From an optimization exercise on the open Yosys and OpenROAD flow, aimed at small area; shortcuts taken in it are not production practice. The RTL was checked by simulation tests, not by an equivalence proof against the original design. Power and IR drop assume default switching activity.

$ cat design/flow/config.mk
export PLATFORM = sky130hd
export DESIGN_NAME = SuperBallPickupMasterRotaryChampionDeluxe5
export DESIGN_NICKNAME = SuperBallPickupMasterRotaryChampionDeluxe5
export VERILOG_FILES = /design/flow/design.v
export SDC_FILE = /design/flow/constraint.sdc
export NUM_CORES = 4
export LEC_CHECK = 0
export CAP_MARGIN = 20
export CORE_MARGIN = 2
export CORE_UTILIZATION = 40
export SLEW_MARGIN = 20
$ cat design/flow/constraint.sdc
create_clock -name core_clock -period 20.0 [get_ports {clk}]
set_input_delay 4.0000 -clock core_clock [delete_from_list [all_inputs] [get_ports {clk}]]
set_output_delay 4.0000 -clock core_clock [all_outputs]
set_load 0.01 [all_outputs]
$ cat design/flow/design.v
`timescale 1ns / 1ps
module Contador_Comparador(
	input clk, rst,
	input enable,
	output iguales
	);
reg [12:0] cnt;
wire [12:0] nxt;
assign iguales = cnt[12] & cnt[9] & cnt[8] & cnt[7] & cnt[3];
inc_chain #(13) inc(.q(cnt), .cin(enable & ~iguales), .s(nxt));
always @(posedge rst or posedge clk)
	if (rst) cnt <= 13'd0;
	else cnt <= nxt & ~({13{iguales}} & 13'b1_0011_1000_1000);
endmodule
`timescale 1ns / 1ps
module Debouncer(
	input Clock,
	input Reset,
	input Switch,
	output Sw_Clean
	);
wire Delay_End;
reg c, a, b;
always @(posedge Reset or posedge Clock)
	if (Reset) begin
		c <= 1'b0;
		a <= 1'b0;
		b <= 1'b0;
	end else begin
		c <= c ? ~Delay_End : (b | (a & ~Switch));
		a <= a ^ (c & Delay_End);
		b <= ~c & ~a & ~b & Switch;
	end
assign Sw_Clean = c;
Contador_Comparador CC(.clk(Clock), .rst(Reset), .enable(Switch), .iguales(Delay_End));
endmodule
`timescale 1ns / 1ps
module MaquinaEstados(
	input A,
	input B,
	input clk,
	input reset,
	output step,
	output down
);
reg p, q, r;
wire second = r ? A : B;
always @(posedge clk, posedge reset)
	if (reset) begin
		p <= 1'b0;
		q <= 1'b0;
		r <= 1'b0;
	end else begin
		p <= p ? ~second : (~q & (A ^ B));
		q <= p & second;
		r <= (p | q) ? r : B;
	end
assign step = q;
assign down = r;
endmodule
`timescale 1ns / 1ps
module SumadorRotary #(parameter [11:0] resetValue = 12'd0)(
	input clk,
	input reset,
	input step,
	input down,
	output reg [15:0] result
	);
wire up = step & ~down;
wire dn = step & down;
wire [15:0] b = {{12{dn}}, up, up, up, step};
wire [16:0] c;
wire [15:0] s;
assign c[0] = 1'b0;
genvar i;
generate for (i = 0; i < 16; i = i + 1) begin : g
	assign s[i] = result[i] ^ b[i] ^ c[i];
	assign c[i+1] = (result[i] & b[i]) | (result[i] & c[i]) | (b[i] & c[i]);
end endgenerate
always @(posedge reset or posedge clk)
	if (reset) result <= {4'd0, resetValue};
	else result <= s;
endmodule
`timescale 1ns / 1ps
module RotaryEncoders #(parameter [11:0] resetValue = 12'd0)(
	input clk,
	input reset,
	input LeftA,
	input LeftB,
	input RightA,
	input RightB,
	output [15:0] result,
	output [15:0] result2,
	output moved		 
	);
wire la, lb, ra, rb;
wire step1, down1, step2, down2;
Debouncer deb1(.Clock(clk), .Reset(reset), .Switch(LeftA), .Sw_Clean(la));
Debouncer deb2(.Clock(clk), .Reset(reset), .Switch(LeftB), .Sw_Clean(lb));
MaquinaEstados maquina1(.A(la), .B(lb), .clk(clk), .reset(reset), .step(step1), .down(down1));
SumadorRotary #(resetValue) sumador(.clk(clk), .reset(reset), .step(step1), .down(down1), .result(result));
Debouncer deb4(.Clock(clk), .Reset(reset), .Switch(RightA), .Sw_Clean(ra));
Debouncer deb3(.Clock(clk), .Reset(reset), .Switch(RightB), .Sw_Clean(rb));
MaquinaEstados maquina2(.A(ra), .B(rb), .clk(clk), .reset(reset), .step(step2), .down(down2));
SumadorRotary #(resetValue) sumador2(.clk(clk), .reset(reset), .step(step2), .down(down2), .result(result2));
assign moved = step1 | step2;
endmodule
`timescale 1ns / 1ps
module clockdiv(
	input wire clk,
	input wire clr,
	output reg dclk
	);
always @(posedge clk or posedge clr)
	if (clr) dclk <= 1'b0;
	else dclk <= ~dclk;
endmodule
`timescale 1ns / 1ps
module vga640x480(
	input wire clk,			 
	input wire pix_en,		 
	input wire moved,		 
	input wire clr,			 
	input [15:0] posx,
	input [15:0] posy,
	input [15:0] posx2,
	input [15:0] posy2,
	output wire hsync,
	output wire vsync,
	output wire [2:0] red,
	output wire [2:0] green,
	output wire [1:0] blue,
	output [3:0] score1,
	output [3:0] score2
	);
reg [9:0] hc;
reg [9:0] vc;
wire hend = hc[9] & hc[8] & hc[4] & hc[3] & hc[2] & hc[1] & hc[0];	 
wire vend = vc[9] & vc[3];						 
wire [9:0] hc_inc, vc_inc;
inc_chain #(10) hinc(.q(hc), .cin(pix_en & ~hend), .s(hc_inc));
inc_chain #(10) vinc(.q(vc), .cin(pix_en & hend & ~vend), .s(vc_inc));
always @(posedge clk or posedge clr)
	if (clr) begin
		hc <= 10'd0;
		vc <= 10'd0;
	end else begin
		hc <= hc_inc & ~({10{pix_en & hend}} & 10'b11_0001_1111);
		vc <= vc_inc & ~({10{pix_en & hend & vend}} & 10'b10_0000_1000);
	end
assign hsync = hc[9] | hc[8] | hc[7] | (hc[6] & hc[5]);	 
assign vsync = |vc[9:1];					 
reg [8:0] ball;
wire [10:0] hh = {1'b0, hc} - 11'd145;
wire [10:0] vv = {1'b0, vc} - 11'd32;
wire [10:0] dh1, dv1, dh2, dv2, dhb, dvb;
sub_chain #(11) sh1(.a(hh), .b({1'b0, posx[9:0]}), .d(dh1));
sub_chain #(11) sv1(.a(vv), .b({1'b0, posy[9:0]}), .d(dv1));
sub_chain #(11) sh2(.a(hh), .b({1'b0, posx2[9:0]}), .d(dh2));
sub_chain #(11) sv2(.a(vv), .b({1'b0, posy2[9:0]}), .d(dv2));
sub_chain #(11) shb(.a(hh), .b({2'b0, ball}), .d(dhb));
sub_chain #(11) svb(.a(vv), .b({2'b0, ball}), .d(dvb));
wire h1 = ~|posx[15:10]  & ~|dh1[10:5] & (dh1[4:0] <= 5'd18);
wire v1 = ~|posy[15:10]  & ~|dv1[10:5] & (dv1[4:0] <= 5'd18);
wire h2 = ~|posx2[15:10] & ~|dh2[10:5] & (dh2[4:0] <= 5'd18);
wire v2 = ~|posy2[15:10] & ~|dv2[10:5] & (dv2[4:0] <= 5'd18);
wire hb = ~|dhb[10:4] & (dhb[3:0] <= 4'd8);
wire vb = ~|dvb[10:4] & (dvb[3:0] <= 4'd8);
wire p1 = h1 & v1;
wire p2 = h2 & v2;
wire pb = hb & vb;
reg [7:0] player1_color;
reg [7:0] player2_color;
assign {red, green, blue} = (p1 & p2 & pb) ? 8'b101_110_01 :
                            p1 ? player1_color :
                            p2 ? player2_color :
                            pb ? 8'b001_111_01 : 8'b0;
reg [8:0] random;
wire rend = random[8] & random[7] & random[4];	 
wire [8:0] random_inc;
inc_chain #(9) rinc(.q(random), .cin(pix_en & ~rend), .s(random_inc));
always @(posedge clk or posedge clr)
	if (clr) random <= 9'd0;
	else random <= random_inc & ~({9{pix_en & rend}} & 9'b1_1001_0000);
wire [9:0] cx1, cy1, cx2, cy2;
sub_chain #(10) scx1(.a({1'b0, ball}), .b({1'b0, posx[8:0]}), .d(cx1));
sub_chain #(10) scy1(.a({1'b0, ball}), .b({1'b0, posy[8:0]}), .d(cy1));
sub_chain #(10) scx2(.a({1'b0, ball}), .b({1'b0, posx2[8:0]}), .d(cx2));
sub_chain #(10) scy2(.a({1'b0, ball}), .b({1'b0, posy2[8:0]}), .d(cy2));
wire catch1 = ~|posx[15:9]  & ~|posy[15:9]  & ~|cx1[9:5] & (cx1[4:0] <= 5'd20) & ~|cy1[9:5] & (cy1[4:0] <= 5'd20);
wire catch2 = ~|posx2[15:9] & ~|posy2[15:9] & ~|cx2[9:5] & (cx2[4:0] <= 5'd20) & ~|cy2[9:5] & (cy2[4:0] <= 5'd20);
reg moved_q;
wire [7:0] c1_inc, c2_inc;
inc_chain #(8) c1i(.q(player1_color), .cin(1'b1), .s(c1_inc));
inc_chain #(8) c2i(.q(player2_color), .cin(1'b1), .s(c2_inc));
always @(posedge clk or posedge clr)
	if (clr) begin
		moved_q <= 1'b0;
		ball <= 9'd300;
		player1_color <= 8'b11100110;
		player2_color <= 8'b00101011;
	end else begin
		moved_q <= moved;
		if (moved_q) begin
			if (catch1) begin
				ball <= random;
				player1_color <= c1_inc;
			end else if (catch2) begin
				ball <= random;
				player2_color <= c2_inc;
			end
		end
	end
assign score1 = player1_color[3:0] - 4'd6;
assign score2 = player2_color[3:0] - 4'd11;
endmodule
`timescale 1ns / 1ps
module inc_chain #(parameter N = 4)(
	input [N-1:0] q,
	input cin,
	output [N-1:0] s
	);
wire [N:0] c;
assign c[0] = cin;
genvar i;
generate for (i = 0; i < N; i = i + 1) begin : g
	assign s[i] = q[i] ^ c[i];
	assign c[i+1] = q[i] & c[i];
end endgenerate
endmodule
module sub_chain #(parameter N = 4)(
	input [N-1:0] a,
	input [N-1:0] b,
	output [N-1:0] d
	);
wire [N:0] c;
assign c[0] = 1'b1;
genvar i;
generate for (i = 0; i < N; i = i + 1) begin : g
	assign d[i] = a[i] ^ ~b[i] ^ c[i];
	assign c[i+1] = (a[i] & ~b[i]) | (a[i] & c[i]) | (~b[i] & c[i]);
end endgenerate
endmodule
`timescale 1ns / 1ps
module Timer(
	input clk, rst,
	output toggle
	);
reg [17:0] localCount;
wire [17:0] nxt;
assign toggle = localCount[17] & localCount[16] & localCount[15] & localCount[14]
              & localCount[12] & localCount[7] & localCount[4];
inc_chain #(18) inc(.q(localCount), .cin(~toggle), .s(nxt));
always @(posedge rst, posedge clk)
	if (rst) localCount <= 18'd0;
	else localCount <= nxt & ~({18{toggle}} & 18'b11_1101_0000_1001_0000);
endmodule
`timescale 1ns / 1ps
module bin_to_hex(
    input w,
    input x,
    input y,
    input z,
    output [6:0] num
    );
		assign num[6]= (~w&~x&~y&z)| (~w&x&~y&~z)| (w&x&~y&z)| (w&~x&y&z);
		assign num[5]= (w&x&y&z)| (w&x&y&~z)| (w&x&~y&~z)| (w&~x&y&z)|(~w&x&y&~z)|(~w&x&~y&z);
		assign num[4]= (~w&~x&y&~z)| (w&x&~y&~z)| (w&x&y);
		assign num[3]= (x&y&z)| (~x&~y&z)| (w&~x&y&~z)| (~w&x&~y&~z);
		assign num[2]= (~w&z)| (~x&~y&z)| (~w&x&~y);
		assign num[1] = (~w&~x&~y&z)| (~w&~x&y&z)| (~w&~x&y&~z)| (~w&x&y&z)| (w&x&~y&z);
		assign num[0]= (~w&~x&~y)| (~w&x&y&z)| (w&x&~y&~z);
endmodule
`timescale 1ns / 1ps
module Display(
	input clk,
	input rst,
	input [3:0] score1,
	input [3:0] score2,
	output [6:0] numOut,
	output [3:0] transistor
	);
wire tggl;
reg [1:0] sw;
Timer dispTimer(.clk(clk), .rst(rst), .toggle(tggl));
always @(posedge rst, posedge clk)
	if (rst) sw <= 2'd0;
	else if (tggl) sw <= sw + 2'd1;
wire [3:0] cur = sw[0] ? (sw[1] ? 4'd1 : 4'd2) : (sw[1] ? score1 : score2);
assign transistor = sw[0] ? (sw[1] ? 4'b1110 : 4'b1011) : (sw[1] ? 4'b1101 : 4'b0111);
bin_to_hex converter(.w(cur[3]), .x(cur[2]), .y(cur[1]), .z(cur[0]), .num(numOut));
endmodule
`timescale 1ns / 1ps
module SuperBallPickupMasterRotaryChampionDeluxe5(
	input LeftA,
	input LeftB,
	input RightA,
	input RightB,
	input LeftA2,
	input LeftB2,
	input RightA2,
	input RightB2,
	input wire clk,			 
	input wire reset,			 
	output wire [6:0] seg,	 
	output wire [3:0] an,	 
	output wire dp,			 
	output wire [2:0] red,	 
	output wire [2:0] green, 
	output wire [1:0] blue,	 
	output wire hsync,		 
	output wire vsync,			 
	output resetOut
	);
assign dp = 1;
wire [15:0] posx, posy, posx2, posy2;
wire moved1, moved2;
wire dclk;
wire [3:0] score1, score2;
RotaryEncoders #(12'd100) rot(.clk(clk), .reset(reset), .LeftA(LeftA), .LeftB(LeftB), .RightA(RightA), .RightB(RightB), .result(posx), .result2(posy), .moved(moved1));
RotaryEncoders #(12'd400) rot2(.clk(clk), .reset(reset), .LeftA(LeftA2), .LeftB(LeftB2), .RightA(RightA2), .RightB(RightB2), .result(posx2), .result2(posy2), .moved(moved2));
clockdiv U1(.clk(clk), .clr(reset), .dclk(dclk));
vga640x480 U3(.clk(clk), .pix_en(~dclk), .moved(moved1 | moved2), .clr(reset), .hsync(hsync), .vsync(vsync),
	.posx(posx), .posy(posy), .posx2(posx2), .posy2(posy2), .red(red), .green(green), .blue(blue),
	.score1(score1), .score2(score2));
Display outputDisp(.clk(clk), .rst(reset), .score1(score1), .score2(score2), .numOut(seg), .transistor(an));
assign resetOut = reset;
endmodule
$ cat design/flow/run.sh
#!/bin/bash
# synth_recipe.tcl (not shown) runs the flow's synth.tcl, then flattens the netlist and writes it again
# the make line also repeats each setting of config.mk as NAME=value (left out here)
make -C /OpenROAD-flow-scripts/flow DESIGN_CONFIG=/design/flow/config.mk WORK_HOME=/design/flow/orfs CLKGATE_MAP_FILE= SYNTH_SCRIPT=/design/flow/synth_recipe.tcl finish
==> run notes <==
* Root buffer cell: clkbuf_16
* Die area at slightly below 40000 um2
* Drt wl/cell at 14.4 um
* IO Pins at 33
* R2r worst-path depth at 18
* Residual DRC count at 0
* CTS tree: built
* Clock sink count at 280
* Ant. Diodes at 0
* RePlAce Congestion at 0.805
* # Max-Cap Violations at 0
* Worst Setup End Kind: output pin
* CP Launch Type: register
* Clock H-tree levels at 2
* Tmin final at around 12 ns
* Syn. warnings at 9
* Slew @ Worst Pin at 0.946 ns
* Most common cell after layout, fill and taps aside: dfrtp_1
* F_max at ~86 MHz
* Post_cts resized at 0
* Final ANT Viol Nets at 0
* Worst slack, placed at 8.59 ns
* Final Hold Fails at 0
* Starting Density at approximately 40%
* Storage element area at 7040 um2
* Rows at just over 70
* Launch point of the worst reg-to-reg path: rot2.maquina2.q
* Post-CTS Hold Fix Bufs at 0
* WL final at 25.2 mm
* Setup slack after layout at 8.40 ns
* Most frequent cells in the layout: dfrtp_1 (255), ha_1 (174), fa_1 (128)
* Final setup skew at 0.00896 ns
* Hold Path Sink: rot.deb3.b
* Yosys reg bits at 280
* Sequential share of the synthesized area at between 40 and 50%
* Final TNS setup at 0 ns
* Area of the multi-input gates at 7750 um2
* WS Path Type: register to output pin
* Number of flops mapped to enable cells by yosys at 0
* DPL Wire Length at 18.3 mm
* DRT iter0 DRCs at 493
* Core area at 37600 um2
* Fin. max-slew vios at 0
* Unrepaired setup endpoints after global routing: no
* Synthesized netlist cell count at 1159
* Max Fanout on Critical Path at 12
* Syn-to-layout area delta at 13.9%
* Worst skew pair latency at 0.51 ns
* Avg Inst Size Synth at 13.1 um2
* Die Ht at 199 um
* IO Port Bufs at 31
* Outcome: timing/DRC/antenna clean
* IR drop worst, VDD at a little under 0.00006 V
* Slew HR at 36.9%
* Min-Delay Startpoint: rot.deb3.b
* Setup bufs post-CTS at 0
* Leakage power at about 0.0084 uW
* Vias in the first global route at roughly 8.8k
* Via/cell ratio at 4.84
* Clk slew on worst S/H paths at 0.06 ns
* Arr. time, crit path at 7.60 ns
* Initial antenna violation count at 0
* HP Class: register to register
* Synthesized net count at roughly 1.5k
* DRT Pass-1 Iters at 4
* Gr ovfl total at 0
* Final count of negative-setup-slack endpoints at 0
* Top FF cell, synth: dfrtp_1
* Post-synth ARST share at between 90% and 100%
* Fin crit share at 58.0%
* Largest net degree at the start of global routing at 133
* Synth unique cells at 56
* Flop-to-flop setup slack at 13.66 ns
* Layout cell share with drive strength beyond 1 at 9.01%
* Post-Synthesis Cell Area at around 15000 um2
* Overall routing resource usage at 13.7%
* R2r endpoint: rot2.sumador2.result[15]
* Clock tree buffer depth at 3
* Vias at 8490
* Die Span X at 199 um
* # fillers at 3401
* CP required at 16.00 ns
* Worst Hold Depth at 1
* Final nets at around 1.5k
* First-pass GRT wire length at 43.4 mm
* CTS Buf Count at 34
* PD cells at 109 nW/um2
-- state kept, by name (all words and copies together), names as in the netlist, 10 cells and up --
| signal | flops |
|---|---|
| U3.hc | 10 |
| U3.vc | 10 |
| outputDisp.dispTimer.localCount | 18 |
| rot.deb1.CC.cnt | 13 |
| rot.deb2.CC.cnt | 13 |
| rot.deb3.CC.cnt | 13 |
| rot.deb4.CC.cnt | 13 |
| rot.sumador.result | 16 |
| rot.sumador2.result | 16 |
| rot2.deb1.CC.cnt | 13 |
| rot2.deb2.CC.cnt | 13 |
| rot2.deb3.CC.cnt | 13 |
| rot2.deb4.CC.cnt | 13 |
| rot2.sumador.result | 16 |
| rot2.sumador2.result | 16 |
-- layout make-up --
cell class,count,share of cell area [%]
clock buffers,46,5.64
clock inverters,15,1.11
multi-input cells,761,44.7
flip-flops and latches,280,40.6
inverters,106,2.34
well taps,511,3.69
repair buffers,35,1.96
-- metal layers --
| layer | wire (um) | up-vias | GRT usage [%] | part of all wire (%) |
|---|---|---|---|---|
| met5 | 0 | - | 0 | 0 |
| met1 | 12300 | 4291 | 20.4 | 49 |
| met2 | 11300 | 126 | 20.5 | 45 |
| met4 | 606 | 0 | 4.42 | 2.4 |
| met3 | 1030 | 36 | 2.24 | 4.1 |
| li1 | - | 4037 | - | - |
-- worst max-delay path: stages (launching register included) --
cell             delay, ns
dfrtp_1               0.38
inv_1                 0.12
ha_1                  0.16
inv_1                 0.05
fa_1                  0.40
inv_1                 0.09
fa_1                  0.17
inv_1                 0.05
fa_1                  0.44
fa_1                  0.46
fa_1                  0.45
fa_1                  0.43
fa_1                  0.43
fa_1                  0.43
fa_1                  0.47
or4_1                 0.41
nor4_1                0.18
o211ai_1              0.18
nor4_4                0.70
mux2_2                0.40
o21ai_0               0.14
clkdlybuf4s50_1       0.55
-- per-stage QoR --
step | instance area [um2] | std cells | power, uW | utilization, % | hold WS (ns)
2_1_floorplan | 15200 | 1159 | 1140 | - | 0.410
3_3_place_gp | 16200 | 1693 | 1250 | 43.0 | 0.420
3_5_place_dp | 16200 | 1693 | 1280 | 43.0 | 0.425
4_1_cts | 17300 | 1754 | 1930 | 46.1 | 0.436
5_1_grt | 17300 | 1754 | 2050 | 46.1 | 0.452
6_report | 17300 | 1754 | 1890 | 46.1 | 0.433
-- worst max path at each step --
| stage | from | depth (start not counted) | end |
|---|---|---|---|
| finish | U3.vc[0] | 21 | red[2] |
| global route | U3.vc[0] | 21 | green[2] |
| CTS | U3.vc[0] | 21 | red[2] |
| detailed placement | U3.vc[0] | 21 | red[2] |
| floorplan | reset | 1 | U1.dclk |
| global placement | U3.vc[0] | 21 | red[2] |
-- power breakdown --
part	switching [uW]	internal, uW	total, uW
clock network	234	396	630
registers	105	711	816
logic	233	212	445
-- cells by family (layout without fill, tap and decap cells) --
| family | after synthesis | after routing | synth area share, % |
|---|---|---|---|
| other | 1 | 1 | 0.0246 |
| AND/OR/NAND/NOR | 257 | 257 | 9.26 |
| AO/OA/AOI/OAI | 108 | 108 | 4.64 |
| multiplexers | 24 | 24 | 1.75 |
| buffers and inverters | 118 | 202 | 2.98 |
| flip-flops | 280 | 280 | 46.2 |
| adder cells (fa/ha/maj) | 302 | 302 | 31.1 |
| XOR/XNOR | 69 | 69 | 3.97 |
-- synth_stat cells, types with 20 or more instances --
library cell / count / area share [%]
nor2_1: 47 / 1.2
dfrtp_1: 255 / 42
inv_1: 106 / 2.6
fa_1: 128 / 17
nand3_1: 20 / 0.66
and2_1: 43 / 1.8
nand2_1: 43 / 1.1
nor2b_1: 31 / 1.3
ha_1: 174 / 14
dfstp_2: 25 / 4.3
xnor2_1: 52 / 3.0
a21oi_1: 21 / 0.69
o21ai_0: 22 / 0.72

-- port drivers added, routing unchanged --
The results above use ideal ports. As a check the final layout listed here was re-extracted and re-timed, cells and wires unchanged.
Step 1 assumes that a clkbuf_16 drives the clock port and a buf_2 every other input.
Step 2 moves the port delays by t, midway between the first and last clock arrival at a register: inputs arrive t later, outputs are due t later. That takes back most of the time a late clock gives input paths.
Slacks: no drivers / after step 1 / after step 2; pairs: no drivers / after step 1.
shift t [ns]: 0.550
setup WS [ns]: 8.398 / 8.350 / 8.900
worst data-port slew with drivers (ns): 0.03
After both steps this run still meets setup and hold. The setup slack of this run moves by -0.048 ns with the drivers and by +0.502 ns with both steps.
